This design comes from an exercise in tuning for small area, a short achievable clock period and few clock cycles per item on the open sky130 flow, not from production work.
RTL that was checked went through simulation tests only; none was proved equivalent to the original.
Power figures rest on the tool's default switching activity, not on a simulated workload.

==> run a <==
## Neuron
module Neuron (
 input clk,
 input GlobalReset,             
 input Input_Valid,             
 input [11:0] Bias,             
 output Idle,
 input [335:0] Row_Wgt,         
 input [27:0] Row_Pix,          
 output Row_Ready,              
 output [18:0] NeuronOutput,
 output OutputReady);
reg busy;
reg take_r;
reg first_r;
reg [5:0] cyc;       
reg o_OutputReady;
wire start = Input_Valid & ~busy;
wire take = start | take_r;
assign Idle = ~busy;
assign Row_Ready = take;
assign OutputReady = o_OutputReady;
always @(posedge clk or negedge GlobalReset) begin
  if (!GlobalReset) begin
    busy <= 1'b0;
    take_r <= 1'b0;
    first_r <= 1'b0;
    cyc <= 6'd0;
    o_OutputReady <= 1'b0;
  end else begin
    first_r <= busy & (cyc == 6'd1);
    if (start) begin
      busy <= 1'b1;
      take_r <= 1'b1;
      cyc <= 6'd1;
      o_OutputReady <= 1'b0;
    end else if (busy) begin
      cyc <= cyc + 6'd1;
      if (cyc == 6'd27)
        take_r <= 1'b0;
      if (cyc == 6'd30) begin
        busy <= 1'b0;
        o_OutputReady <= 1'b1;
      end
    end
  end
end
reg [11:0] bias_r;
always @(posedge clk)
  if (start)
    bias_r <= Bias;
wire [11:0] pp [0:27];
genvar g;
generate
for (g = 0; g < 28; g = g + 1) begin : PP
  assign pp[g] = ~(Row_Wgt[12*g +: 12] & {12{Row_Pix[g] & take}});
end
endgenerate
wire s0l0_fs0;
wire s0l0_fc0;
wire s0l0_fs1;
wire s0l0_fc1;
wire s0l0_fs2;
wire s0l0_fc2;
wire s0l0_fs3;
wire s0l0_fc3;
wire s0l0_fs4;
wire s0l0_fc4;
wire s0l0_fs5;
wire s0l0_fc5;
wire s0l0_fs6;
wire s0l0_fc6;
wire s0l0_fs7;
wire s0l0_fc7;
wire s0l0_fs8;
wire s0l0_fc8;
wire s0l0_fs9;
wire s0l0_fc9;
wire s0l0_fs10;
wire s0l0_fc10;
wire s0l0_fs11;
wire s0l0_fc11;
wire s0l0_fs12;
wire s0l0_fc12;
wire s0l0_fs13;
wire s0l0_fc13;
wire s0l0_fs14;
wire s0l0_fc14;
wire s0l0_fs15;
wire s0l0_fc15;
wire s0l0_fs16;
wire s0l0_fc16;
wire s0l0_fs17;
wire s0l0_fc17;
wire s0l0_fs18;
wire s0l0_fc18;
wire s0l0_fs19;
wire s0l0_fc19;
wire s0l0_fs20;
wire s0l0_fc20;
wire s0l0_fs21;
wire s0l0_fc21;
wire s0l0_fs22;
wire s0l0_fc22;
wire s0l0_fs23;
wire s0l0_fc23;
  ...
Settings: LEC_CHECK=0, CAP_MARGIN=20, CORE_MARGIN=2, CORE_UTILIZATION=40, PLACE_DENSITY=0.6, SLEW_MARGIN=20, SYNTH_HIERARCHICAL=1, SYNTH_MINIMUM_KEEP_SIZE=0; clock period 4.0 ns.
run.sh (not shown) runs the stock make flow with config.mk's settings and CLKGATE_MAP_FILE= SYNTH_SCRIPT=/design/flow/synth_recipe.tcl, a recipe that flattens the netlist after the stock synthesis.
==> inputs of run b, as changes to run a <==
--- a/flow/design.v
+++ b/flow/design.v
@@ -517,59 +517,60 @@
  input [11:0] Bias,             
  output Idle,
  input [335:0] Row_Wgt,         
  input [27:0] Row_Pix,          
  output Row_Ready,              
  output [18:0] NeuronOutput,
  output OutputReady);
 reg busy;
+reg idle_r;
 reg take_r;
-reg first_r;
 reg [5:0] cyc;       
 reg o_OutputReady;
-wire start = Input_Valid & ~busy;
+wire start = Input_Valid & idle_r;
 wire take = start | take_r;
-assign Idle = ~busy;
+assign Idle = idle_r;
 assign Row_Ready = take;
 assign OutputReady = o_OutputReady;
+reg [1:0] vld_r;    
 always @(posedge clk or negedge GlobalReset) begin
   if (!GlobalReset) begin
     busy <= 1'b0;
+    idle_r <= 1'b0;
     take_r <= 1'b0;
-    first_r <= 1'b0;
     cyc <= 6'd0;
     o_OutputReady <= 1'b0;
+    vld_r <= 0;
   end else begin
-    first_r <= busy & (cyc == 6'd1);
+    vld_r <= {vld_r[0:0], take};
     if (start) begin
       busy <= 1'b1;
+      idle_r <= 1'b0;
       take_r <= 1'b1;
       cyc <= 6'd1;
       o_OutputReady <= 1'b0;
     end else if (busy) begin
       cyc <= cyc + 6'd1;
       if (cyc == 6'd27)
         take_r <= 1'b0;
       if (cyc == 6'd30) begin
         busy <= 1'b0;
+        idle_r <= 1'b1;
         o_OutputReady <= 1'b1;
       end
-    end
+    end else
+      idle_r <= 1'b1;
   end
 end
-reg [11:0] bias_r;
-always @(posedge clk)
-  if (start)
-    bias_r <= Bias;
 wire [11:0] pp [0:27];
 genvar g;
 generate
 for (g = 0; g < 28; g = g + 1) begin : PP
-  assign pp[g] = ~(Row_Wgt[12*g +: 12] & {12{Row_Pix[g] & take}});
+  assign pp[g] = ~(Row_Wgt[12*g +: 12] & {12{Row_Pix[g]}});
 end
 endgenerate
 wire s0l0_fs0;
 wire s0l0_fc0;
 wire s0l0_fs1;
 wire s0l0_fc1;
 wire s0l0_fs2;
 wire s0l0_fc2;
@@ -1709,60 +1710,60 @@
 reg p1_12_2;
 reg p1_13_0;
 reg p1_13_1;
 reg p1_13_2;
 reg p1_14_0;
 reg p1_14_1;
 reg p1_15_0;
 always @(posedge clk) begin
-  p1_0_0 <= p0_0_0;
-  p1_0_1 <= p0_0_1;
-  p1_1_0 <= s1l1_fs261;
-  p1_2_0 <= s1l2_fs283;
-  p1_2_1 <= p0_2_7;
-  p1_3_0 <= s1l2_fc283;
-  p1_3_1 <= s1l2_fs284;
-  p1_3_2 <= s1l0_fs233;
-  p1_4_0 <= s1l2_fc284;
-  p1_4_1 <= s1l2_fs285;
-  p1_5_0 <= s1l2_fc285;
-  p1_5_1 <= s1l2_fs286;
-  p1_5_2 <= s1l1_fs267;
-  p1_6_0 <= s1l2_fc286;
-  p1_6_1 <= s1l2_fs287;
-  p1_6_2 <= s1l1_fs269;
-  p1_7_0 <= s1l2_fc287;
-  p1_7_1 <= s1l2_fs288;
-  p1_7_2 <= s1l1_fs271;
-  p1_8_0 <= s1l2_fc288;
-  p1_8_1 <= s1l2_fs289;
-  p1_8_2 <= s1l1_fs273;
-  p1_9_0 <= s1l2_fc289;
-  p1_9_1 <= s1l2_fs290;
-  p1_9_2 <= s1l1_fs275;
-  p1_10_0 <= s1l2_fc290;
-  p1_10_1 <= s1l2_fs291;
-  p1_10_2 <= s1l1_fs277;
-  p1_11_0 <= s1l2_fc291;
-  p1_11_1 <= s1l2_fs292;
-  p1_11_2 <= s1l1_fs279;
-  p1_12_0 <= s1l2_fc292;
-  p1_12_1 <= s1l2_fs293;
-  p1_12_2 <= s1l1_fs281;
-  p1_13_0 <= s1l2_fc293;
-  p1_13_1 <= s1l2_fs294;
-  p1_13_2 <= p0_13_3;
-  p1_14_0 <= s1l2_fc294;
-  p1_14_1 <= s1l2_fs295;
-  p1_15_0 <= s1l2_fc295;
+  p1_0_0 <= p0_0_0 | ~vld_r[0];
+  p1_0_1 <= p0_0_1 | ~vld_r[0];
+  p1_1_0 <= s1l1_fs261 | ~vld_r[0];
+  p1_2_0 <= s1l2_fs283 | ~vld_r[0];
+  p1_2_1 <= p0_2_7 | ~vld_r[0];
+  p1_3_0 <= s1l2_fc283 | ~vld_r[0];
+  p1_3_1 <= s1l2_fs284 | ~vld_r[0];
+  p1_3_2 <= s1l0_fs233 | ~vld_r[0];
+  p1_4_0 <= s1l2_fc284 | ~vld_r[0];
+  p1_4_1 <= s1l2_fs285 | ~vld_r[0];
+  p1_5_0 <= s1l2_fc285 | ~vld_r[0];
+  p1_5_1 <= s1l2_fs286 | ~vld_r[0];
+  p1_5_2 <= s1l1_fs267 | ~vld_r[0];
+  p1_6_0 <= s1l2_fc286 | ~vld_r[0];
+  p1_6_1 <= s1l2_fs287 | ~vld_r[0];
+  p1_6_2 <= s1l1_fs269 | ~vld_r[0];
+  p1_7_0 <= s1l2_fc287 | ~vld_r[0];
+  p1_7_1 <= s1l2_fs288 | ~vld_r[0];
+  p1_7_2 <= s1l1_fs271 | ~vld_r[0];
+  p1_8_0 <= s1l2_fc288 | ~vld_r[0];
+  p1_8_1 <= s1l2_fs289 | ~vld_r[0];
+  p1_8_2 <= s1l1_fs273 | ~vld_r[0];
+  p1_9_0 <= s1l2_fc289 | ~vld_r[0];
+  p1_9_1 <= s1l2_fs290 | ~vld_r[0];
+  p1_9_2 <= s1l1_fs275 | ~vld_r[0];
+  p1_10_0 <= s1l2_fc290 | ~vld_r[0];
+  p1_10_1 <= s1l2_fs291 | ~vld_r[0];
+  p1_10_2 <= s1l1_fs277 | ~vld_r[0];
+  p1_11_0 <= s1l2_fc291 | ~vld_r[0];
+  p1_11_1 <= s1l2_fs292 | ~vld_r[0];
+  p1_11_2 <= s1l1_fs279 | ~vld_r[0];
+  p1_12_0 <= s1l2_fc292 | ~vld_r[0];
+  p1_12_1 <= s1l2_fs293 | ~vld_r[0];
+  p1_12_2 <= s1l1_fs281 | ~vld_r[0];
+  p1_13_0 <= s1l2_fc293 | ~vld_r[0];
+  p1_13_1 <= s1l2_fs294 | ~vld_r[0];
+  p1_13_2 <= p0_13_3 | ~vld_r[0];
+  p1_14_0 <= s1l2_fc294 | ~vld_r[0];
+  p1_14_1 <= s1l2_fs295 | ~vld_r[0];
+  p1_15_0 <= s1l2_fc295 | ~vld_r[0];
 end
 reg [18:0] acc_s, acc_c;
-wire [18:0] as_in = first_r ? ~{7'd0, bias_r} : acc_s;
-wire [18:0] ac_in = first_r ? {19{1'b1}} : acc_c;
+wire [18:0] as_in = acc_s;
+wire [18:0] ac_in = acc_c;
 wire accl0_fs296;
 wire accl0_fc296;
 wire accl0_fs297;
 wire accl0_fc297;
 wire accl0_fs298;
 wire accl0_fc298;
 wire accl0_fs299;
 wire accl0_fc299;
@@ -1888,23 +1889,27 @@
 FA u_accl2_f332 (.a(accl1_fc319), .b(accl1_fs320), .c(ac_in[10]), .s(accl2_fs332), .co(accl2_fc332));
 FA u_accl2_f333 (.a(accl1_fc320), .b(accl1_fs321), .c(ac_in[11]), .s(accl2_fs333), .co(accl2_fc333));
 FA u_accl2_f334 (.a(accl1_fc321), .b(accl1_fs322), .c(ac_in[12]), .s(accl2_fs334), .co(accl2_fc334));
 FA u_accl2_f335 (.a(accl1_fc322), .b(accl1_fs323), .c(ac_in[13]), .s(accl2_fs335), .co(accl2_fc335));
 HAN u_accl2_h1 (.a(accl1_fc323), .b(accl1_fs324), .s(accl2_hs1), .co(accl2_hc1));
 FA u_accl2_f336 (.a(accl1_fc324), .b(accl0_fc310), .c(accl0_fs311), .s(accl2_fs336), .co(accl2_fc336));
 FA u_accl2_f337 (.a(accl1_fc325), .b(as_in[17]), .c(ac_in[17]), .s(accl2_fs337), .co(accl2_fc337));
 HAN u_accl2_h2 (.a(as_in[18]), .b(ac_in[18]), .s(accl2_hs2), .co(accl2_hc2));
-always @(posedge clk) begin
-  acc_s <= {accl2_fc337, accl2_fs337, accl2_fc336, accl2_hc1, accl2_fc335, accl2_fc334, accl2_fc333, accl2_fc332, accl2_fc331, accl2_fc330, accl2_fc329, accl2_fc328, accl2_fc327, accl2_hc0, accl2_fc326, accl2_fs326, accl1_fs312, accl0_fc296, accl0_fs296};
-  acc_c <= {accl2_hs2, 1'b1, accl1_fs325, accl2_fs336, accl2_hs1, accl2_fs335, accl2_fs334, accl2_fs333, accl2_fs332, accl2_fs331, accl2_fs330, accl2_fs329, accl2_fs328, accl2_fs327, accl2_hs0, 1'b1, 1'b1, accl0_fs297, ac_in[0]};
-end
+always @(posedge clk)
+  if (start) begin
+    acc_s <= ~{7'd0, Bias};
+    acc_c <= {19{1'b1}};
+  end else begin
+    acc_s <= {accl2_fc337, accl2_fs337, accl2_fc336, accl2_hc1, accl2_fc335, accl2_fc334, accl2_fc333, accl2_fc332, accl2_fc331, accl2_fc330, accl2_fc329, accl2_fc328, accl2_fc327, accl2_hc0, accl2_fc326, accl2_fs326, accl1_fs312, accl0_fc296, accl0_fs296};
+    acc_c <= {accl2_hs2, 1'b1, accl1_fs325, accl2_fs336, accl2_hs1, accl2_fs335, accl2_fs334, accl2_fs333, accl2_fs332, accl2_fs331, accl2_fs330, accl2_fs329, accl2_fs328, accl2_fs327, accl2_hs0, 1'b1, 1'b1, accl0_fs297, ac_in[0]};
+  end
 reg [18:0] o_NeuronOutput;
 always @(posedge clk)
-  o_NeuronOutput <= ~acc_s + ~acc_c;
+  o_NeuronOutput <= ~(acc_s + acc_c + 19'd1);
 assign NeuronOutput = o_NeuronOutput;
 endmodule
 module FA (input a, input b, input c, output s, output co);
 assign s = a ^ b ^ c;
 assign co = (a & b) | (a & c) | (b & c);
 endmodule
 module HAN (input a, input b, output s, output co);
 assign s = ~(a ^ b);
==> flow/flow/run.sh (new file) <==
#!/bin/bash
# The standard layout (the standard.sh: standard synthesis, then ORFS to
# finish), with the ports buffered by sky130_fd_sc_hd__buf_1 cells instead of
# the delay buffers buffer_ports picks by default. Make's output goes to
# flow.log; each ORFS step keeps its own log under orfs/logs/.
set -euo pipefail
bash standard.sh "BUFFER_PORTS_ARGS=-buffer_cell sky130_fd_sc_hd__buf_1" finish > flow.log 2>&1
==> flow/standard.sh (new file) <==
#!/bin/bash
# synth_recipe.tcl (not shown) runs the flow's synth.tcl, then flattens the netlist and writes it again
# the make line also repeats each setting of config.mk as NAME=value (left out here)
make -C /OpenROAD-flow-scripts/flow DESIGN_CONFIG=/design/flow/config.mk WORK_HOME=/design/flow/orfs CLKGATE_MAP_FILE= SYNTH_SCRIPT=/design/flow/synth_recipe.tcl "${@:-finish}"
CORE_UTILIZATION = 55   (was 40)
CTS_BUF_LIST = sky130_fd_sc_hd__clkbuf_8   (was default)
CTS_CLUSTER_DIAMETER = 60   (was default)
CTS_CLUSTER_SIZE = 16   (was default)
PLACE_DENSITY = 0.75   (was 0.6)
SETUP_SLACK_MARGIN = 1.6   (was default)
removed: flow/run.sh
==> inputs of run c, as changes to run a <==
--- a/flow/design.v
+++ b/flow/design.v
@@ -518,58 +518,54 @@
  output Idle,
  input [335:0] Row_Wgt,         
  input [27:0] Row_Pix,          
  output Row_Ready,              
  output [18:0] NeuronOutput,
  output OutputReady);
 reg busy;
 reg take_r;
-reg first_r;
 reg [5:0] cyc;       
 reg o_OutputReady;
 wire start = Input_Valid & ~busy;
 wire take = start | take_r;
 assign Idle = ~busy;
 assign Row_Ready = take;
 assign OutputReady = o_OutputReady;
+reg [1:0] vld_r;    
 always @(posedge clk or negedge GlobalReset) begin
   if (!GlobalReset) begin
     busy <= 1'b0;
     take_r <= 1'b0;
-    first_r <= 1'b0;
     cyc <= 6'd0;
     o_OutputReady <= 1'b0;
+    vld_r <= 0;
   end else begin
-    first_r <= busy & (cyc == 6'd1);
+    vld_r <= {vld_r[0:0], take};
     if (start) begin
       busy <= 1'b1;
       take_r <= 1'b1;
       cyc <= 6'd1;
       o_OutputReady <= 1'b0;
     end else if (busy) begin
       cyc <= cyc + 6'd1;
       if (cyc == 6'd27)
         take_r <= 1'b0;
       if (cyc == 6'd30) begin
         busy <= 1'b0;
         o_OutputReady <= 1'b1;
       end
     end
   end
 end
-reg [11:0] bias_r;
-always @(posedge clk)
-  if (start)
-    bias_r <= Bias;
 wire [11:0] pp [0:27];
 genvar g;
 generate
 for (g = 0; g < 28; g = g + 1) begin : PP
-  assign pp[g] = ~(Row_Wgt[12*g +: 12] & {12{Row_Pix[g] & take}});
+  assign pp[g] = ~(Row_Wgt[12*g +: 12] & {12{Row_Pix[g]}});
 end
 endgenerate
 wire s0l0_fs0;
 wire s0l0_fc0;
 wire s0l0_fs1;
 wire s0l0_fc1;
 wire s0l0_fs2;
 wire s0l0_fc2;
@@ -1751,18 +1747,18 @@
   p1_13_0 <= s1l2_fc293;
   p1_13_1 <= s1l2_fs294;
   p1_13_2 <= p0_13_3;
   p1_14_0 <= s1l2_fc294;
   p1_14_1 <= s1l2_fs295;
   p1_15_0 <= s1l2_fc295;
 end
 reg [18:0] acc_s, acc_c;
-wire [18:0] as_in = first_r ? ~{7'd0, bias_r} : acc_s;
-wire [18:0] ac_in = first_r ? {19{1'b1}} : acc_c;
+wire [18:0] as_in = acc_s;
+wire [18:0] ac_in = acc_c;
 wire accl0_fs296;
 wire accl0_fc296;
 wire accl0_fs297;
 wire accl0_fc297;
 wire accl0_fs298;
 wire accl0_fc298;
 wire accl0_fs299;
 wire accl0_fc299;
@@ -1888,23 +1884,27 @@
 FA u_accl2_f332 (.a(accl1_fc319), .b(accl1_fs320), .c(ac_in[10]), .s(accl2_fs332), .co(accl2_fc332));
 FA u_accl2_f333 (.a(accl1_fc320), .b(accl1_fs321), .c(ac_in[11]), .s(accl2_fs333), .co(accl2_fc333));
 FA u_accl2_f334 (.a(accl1_fc321), .b(accl1_fs322), .c(ac_in[12]), .s(accl2_fs334), .co(accl2_fc334));
 FA u_accl2_f335 (.a(accl1_fc322), .b(accl1_fs323), .c(ac_in[13]), .s(accl2_fs335), .co(accl2_fc335));
 HAN u_accl2_h1 (.a(accl1_fc323), .b(accl1_fs324), .s(accl2_hs1), .co(accl2_hc1));
 FA u_accl2_f336 (.a(accl1_fc324), .b(accl0_fc310), .c(accl0_fs311), .s(accl2_fs336), .co(accl2_fc336));
 FA u_accl2_f337 (.a(accl1_fc325), .b(as_in[17]), .c(ac_in[17]), .s(accl2_fs337), .co(accl2_fc337));
 HAN u_accl2_h2 (.a(as_in[18]), .b(ac_in[18]), .s(accl2_hs2), .co(accl2_hc2));
-always @(posedge clk) begin
-  acc_s <= {accl2_fc337, accl2_fs337, accl2_fc336, accl2_hc1, accl2_fc335, accl2_fc334, accl2_fc333, accl2_fc332, accl2_fc331, accl2_fc330, accl2_fc329, accl2_fc328, accl2_fc327, accl2_hc0, accl2_fc326, accl2_fs326, accl1_fs312, accl0_fc296, accl0_fs296};
-  acc_c <= {accl2_hs2, 1'b1, accl1_fs325, accl2_fs336, accl2_hs1, accl2_fs335, accl2_fs334, accl2_fs333, accl2_fs332, accl2_fs331, accl2_fs330, accl2_fs329, accl2_fs328, accl2_fs327, accl2_hs0, 1'b1, 1'b1, accl0_fs297, ac_in[0]};
-end
+always @(posedge clk)
+  if (start) begin
+    acc_s <= ~{7'd0, Bias};
+    acc_c <= {19{1'b1}};
+  end else if (vld_r[1]) begin
+    acc_s <= {accl2_fc337, accl2_fs337, accl2_fc336, accl2_hc1, accl2_fc335, accl2_fc334, accl2_fc333, accl2_fc332, accl2_fc331, accl2_fc330, accl2_fc329, accl2_fc328, accl2_fc327, accl2_hc0, accl2_fc326, accl2_fs326, accl1_fs312, accl0_fc296, accl0_fs296};
+    acc_c <= {accl2_hs2, 1'b1, accl1_fs325, accl2_fs336, accl2_hs1, accl2_fs335, accl2_fs334, accl2_fs333, accl2_fs332, accl2_fs331, accl2_fs330, accl2_fs329, accl2_fs328, accl2_fs327, accl2_hs0, 1'b1, 1'b1, accl0_fs297, ac_in[0]};
+  end
 reg [18:0] o_NeuronOutput;
 always @(posedge clk)
-  o_NeuronOutput <= ~acc_s + ~acc_c;
+  o_NeuronOutput <= ~(acc_s + acc_c + 19'd1);
 assign NeuronOutput = o_NeuronOutput;
 endmodule
 module FA (input a, input b, input c, output s, output co);
 assign s = a ^ b ^ c;
 assign co = (a & b) | (a & c) | (b & c);
 endmodule
 module HAN (input a, input b, output s, output co);
 assign s = ~(a ^ b);
==> flow/flow/run.sh (new file) <==
#!/bin/bash
# The standard layout (the standard.sh: standard synthesis, then ORFS to
# finish), with the ports buffered by sky130_fd_sc_hd__buf_1 cells instead of
# the delay buffers buffer_ports picks by default. Make's output goes to
# flow.log; each ORFS step keeps its own log under orfs/logs/.
set -euo pipefail
bash standard.sh "BUFFER_PORTS_ARGS=-buffer_cell sky130_fd_sc_hd__buf_1" finish > flow.log 2>&1
==> flow/standard.sh (new file) <==
#!/bin/bash
# synth_recipe.tcl (not shown) runs the flow's synth.tcl, then flattens the netlist and writes it again
# the make line also repeats each setting of config.mk as NAME=value (left out here)
make -C /OpenROAD-flow-scripts/flow DESIGN_CONFIG=/design/flow/config.mk WORK_HOME=/design/flow/orfs CLKGATE_MAP_FILE= SYNTH_SCRIPT=/design/flow/synth_recipe.tcl "${@:-finish}"
CTS_BUF_LIST = sky130_fd_sc_hd__clkbuf_8   (was default)
CTS_CLUSTER_DIAMETER = 60   (was default)
CTS_CLUSTER_SIZE = 16   (was default)
SETUP_SLACK_MARGIN = 1.6   (was default)
removed: flow/run.sh
==> summary of the runs <==
Sequential power: run b < run c < run a. Worst setup slack: run a < run c < run b. Via count, lowest first: run c, run b, run a. Synthesized cell count: run c < run b < run a. Core utilization: run c is lower than run a (8.8 points). Sequential share of layout area: run c > run b > run a. In flip-flop and latch count, run c and run b do not differ. Area after synthesis is about the same in run b and run c.
==> figures <==
Outcome: run b no timing/DRC/antenna violations; run c no timing/DRC/antenna violations; run a no timing/DRC/antenna violations
Final standard cell count with taps included and fillers excluded: run b 1909; run c 2019; run a 2146
Number of vias per cell: run b 5.33; run c 4.89; run a 4.86
Clock sink total: run b 212; run c 212; run a 223
Worst hold-check slack: run b 0.251 ns; run c 0.258 ns; run a 0.326 ns
Synth Cell Area: run b 14000 µm²; run c 14000 µm²; run a 14400 µm²
Number of violations reported at the end of detailed-routing iteration 0: run b 874; run c 480; run a 504
Weighted congestion reported at the end of routability-driven placement: run b 0.948; run c 0.944; run a 0.986
Critical Path Max Stage Delay: run b 0.62 ns; run c 0.61 ns; run a 0.59 ns
Crit path setup slack, layout: run b 1.59 ns; run c 1.57 ns; run a 0.458 ns
Register share of total power: run b 0.309; run c 0.327; run a 0.245
Footprint of the multi-input gates: run b 9690 µm²; run c 9550 µm²; run a 9550 µm²
Ratio of final minimum period to clock period: run b 0.602; run c 0.607; run a 0.885
Number of stages on the worst setup path: run b 6; run c 6; run a 9
Power share of the combinational group: run b 0.592; run c 0.568; run a 0.594
Number of filler cells placed in the layout: run b 1984; run c 3204; run a 3043
Non-clock buffer share of cell area: run b 0.115; run c 0.118; run a 0.231
Tap cells: run b 330; run c 455; run a 461
Testbench counts of run a, summed over its fixed seeds: cycles 5,960, items 192.
Testbench counts of run b, summed over its fixed seeds: cycles 5,960, items 192.
No functional check of the RTL was part of run c.

afterwards: timing with drivers on the ports:
Ports are ideal in the flow. The routed layouts listed here were re-timed in OpenROAD. Step 1, drivers: a clkbuf_16 drives clk and a buf_2 each remaining input, both assumed. Step 2 adds t to the input delays and takes it off the output delays; t is the mean of the earliest and latest rising clock arrival at the registers after step 1. Input paths then give back, and output paths get back, about the clock's delay inside the block. Slacks: ideal / step 1 / step 2; pairs: ideal / step 1.
| run | shift t [ns] | setup slack, ns | worst data-port slew with drivers (ns) |
|---|---|---|---|
| run a | 0.581 | 0.458 / 0.487 / -0.094 | 0.14 |
| run b | 0.536 | 1.590 / 1.605 / 1.069 | 0.09 |
| run c | 0.555 | 1.570 / 1.592 / 1.036 | 0.09 |
Met with ideal ports but missed after step 2: setup timing in run a. The setup slack of run a, which loses most, moves by +0.029 ns with the drivers and by -0.552 ns with both steps.
